Context: an optimization exercise on an open-source flow, tuned for small area and a short achievable clock period. The choices shown serve that exercise and are no tape-out recipe.
In this exercise RTL edits were held to simulation tests only and were not proved equivalent to the original.

==> 01-24: inputs <==
==> flow/design.v (excerpt) <==
module MIPS(
	input clk, clear,
	input [15:0] instr,
	output reg [3:0] PC,
	output [15:0] R1, R2, R3
	);
clock: 9.0 ns
lec_check: 0
cap_margin: 20
core_margin: 2
core_utilization: 65
cts_buf_list: sky130_fd_sc_hd__clkbuf_8
cts_cluster_diameter: 50
cts_cluster_size: 16
gpl_routability_driven: 0
place_density: 0.85
setup_slack_margin: 4
slew_margin: 20
synth_hierarchical: 1
synth_minimum_keep_size: 0
standard.sh (not shown) runs the stock make flow with config.mk's settings and CLKGATE_MAP_FILE= SYNTH_SCRIPT=/design/flow/synth_recipe.tcl, a recipe that flattens the netlist after the stock synthesis.
==> flow/flow/run.sh <==
#!/bin/bash
# Layout flow: the standard ORFS flow (standard.sh, unchanged synthesis),
# with the port buffers made from sky130_fd_sc_hd__buf_1 (resized later where timing needs it) instead of the
# buffer ORFS picks by default (a delay cell). Every input and output port
# still gets its own buffer. The whole make output goes to standard_flow.log.
set -euo pipefail
bash standard.sh "BUFFER_PORTS_ARGS=-buffer_cell sky130_fd_sc_hd__buf_1" finish > standard_flow.log 2>&1
==> 06-23 (differences from 01-24) <==
- PLACE_DENSITY: 0.85 -> default
==> 06-01 (differences from 01-24) <==
--- a/flow/design.v
+++ b/flow/design.v
@@ -438,17 +438,14 @@
 endmodule
 module nand4m(input a, b, c, d, output y);
 	assign y = ~(a & b & c & d);
 endmodule
 module nor2m(input a, b, output y);
 	assign y = ~(a | b);
 endmodule
-module and2m(input a, b, output y);
-	assign y = a & b;
-endmodule
 module or2m(input a, b, output y);
 	assign y = a | b;
 endmodule
 module xor2m(input a, b, output y);
 	assign y = a ^ b;
 endmodule
 module nand2bm(input an, b, output y);
@@ -521,46 +518,33 @@
 	wire is_bne  = (op == 4'd14);
 	wire is_j    = (op == 4'd15);
 	wire rwe = is_and | is_or | is_add | is_addi | is_sub | is_slt | is_lw;
 	wire [3:0] waddr = (is_addi | is_lw) ? rt : rd;
 	wire sub = op[2];    
 	wire [15:0] r [0:15];    
 	wire [15:0] m [0:15];    
-	wire [15:0] mhit, An, Bn, A, Bx, wd, alun;
-	wire [15:0] sA [0:1];
-	wire [15:0] sB [0:1];
-	wire [15:0] sM [0:1];
-	wire [3:0] pAl, pAh, pBl, pBh;
-	wire lwnc = is_lw & nc;
+	wire [15:0] sA, sB, mhit, sM, An, Bn, A, Bx, wd, alun;
 	genvar i, b;
 	generate
-		for (i = 0; i < 4; i = i + 1) begin : pre
-			assign pAl[i] = ~(rs[1:0] == i);
-			assign pAh[i] = ~(rs[3:2] == i);
-			assign pBl[i] = ~(rt[1:0] == i);
-			assign pBh[i] = ~(rt[3:2] == i);
-		end
 		for (i = 0; i < 16; i = i + 1) begin : dec
-			for (b = 0; b < 2; b = b + 1) begin : cp
-				nor2m ua(pAl[i % 4], pAh[i / 4], sA[b][i]);
-				nor2m ub(pBl[i % 4], pBh[i / 4], sB[b][i]);
-				and2m um(mhit[i], lwnc, sM[b][i]);
-			end
+			assign sA[i] = (rs == i);
+			assign sB[i] = (rt == i);
 			wire [3:0] tgt = i - imm;
 			assign mhit[i] = (A[3:0] == tgt);
+			assign sM[i] = mhit[i] & is_lw & nc;
 		end
 		for (b = 0; b < 16; b = b + 1) begin : rp
 			wire [15:0] rc, mc;
 			for (i = 0; i < 16; i = i + 1) begin : w_
 				assign rc[i] = r[i][b];
 				assign mc[i] = m[i][b];
 			end
-			mux16oh pa(.d(rc), .s(sA[b / 8]), .yn(An[b]));
-			mux16oh pb(.d(rc), .s(sB[b / 8]), .yn(Bn[b]));
-			mux16wb pm(.d(mc), .s(sM[b / 8]), .alun(alun[b]), .y(wd[b]));
+			mux16oh pa(.d(rc), .s(sA), .yn(An[b]));
+			mux16oh pb(.d(rc), .s(sB), .yn(Bn[b]));
+			mux16wb pm(.d(mc), .s(sM), .alun(alun[b]), .y(wd[b]));
 		end
 	endgenerate
 	assign A  = ~An;
 	assign Bx = ~Bn;    
 	wire [15:0] e0, e1;    
 	generate
 		for (b = 0; b < 16; b = b + 1) begin : ye
- CTS_BUF_LIST: sky130_fd_sc_hd__clkbuf_8 -> sky130_fd_sc_hd__clkbuf_16
- CTS_CLUSTER_DIAMETER: 50 -> 60
- CTS_CLUSTER_SIZE: 16 -> 24
- GPL_ROUTABILITY_DRIVEN: 0 -> default
- PLACE_DENSITY: 0.85 -> default
==> flow_summary.toml <==
[sta]
fmax_mhz = 199

[cells_and_area]
most-common-layout-cells = "512 x edfxtp_1, 240 x a222oi_1, 138 x nand2_1"

[status]
status = "no timing/DRC/antenna violations"

[synthesis]
yosys.area_share.xor_xnor_pct = 1.78

[power_and_ir_drop]
ir_drop_mv = 0.247
the above is filed under 06-01

==> flow_summary.toml <==
[status]
status = "no timing/DRC/antenna violations"

[min_path]
holdPathStages = 1

[grt]
grt_max_degree = 61

[synthesis]
ys.flop_type = "edfxtp_1"
yosys.area_share.xor_xnor_pct = 1.60
yosysTopAreaCellShare_pct = 67.2

[power_and_ir_drop]
ir_drop_mv = 0.124

[sta]
fmax_mhz = 197

[cells_and_area]
most-common-layout-cells = "512 x edfxtp_1, 240 x a222oi_1, 154 x nand2_1"
the above is filed under 01-24

==> flow_summary.toml <==
[synthesis]
yosys.area_share.xor_xnor_pct = 1.60

[cts]
cts_buffers = 45
cts_tree = "yes"

[cells_and_area]
final_cells = 2232
most-common-layout-cells = "512 x edfxtp_1, 240 x a222oi_1, 154 x nand2_1"

[status]
status = "no timing/DRC/antenna violations"

[sta]
hold_viol_final = 0
fmax_mhz = 201

[route]
routed_wl_mm = 60.9
the above is filed under 06-23

static timing again, ports no longer ideal:
The results above use ideal ports. As a check the final layouts listed here were re-extracted and re-timed, cells and wires unchanged.
Step 1: set_driving_cell puts a clkbuf_16 on clk and a buf_2 on each other input, an assumption about the parent block.
Step 2 moves the port delays by t, midway between the first and last clock arrival at a register: inputs arrive t later, outputs are due t later. That takes back most of the time a late clock gives input paths.
Slacks: ideal / step 1 / step 2; pairs: ideal / step 1.
run | t (ns) | slack for setup (ns) | hold slack, ns | worst register clock-pin slew, ns | worst data-port slew with drivers (ns)
01-24 | 0.645 | 3.913 / 3.936 / 3.291 | 0.532 / 0.532 / 0.532 | 0.10 / 0.10 | 0.05
06-23 | 0.688 | 4.015 / 4.043 / 3.355 | 0.586 / 0.586 / 0.586 | 0.10 / 0.10 | 0.08
06-01 | 0.653 | 3.974 / 3.973 / 3.319 | 0.611 / 0.611 / 0.611 | 0.10 / 0.10 | 0.05
After both steps setup and hold are still met in every run listed. For 06-23, which loses most, drivers alone change the setup slack by +0.028 ns; drivers and shift together by -0.660 ns.
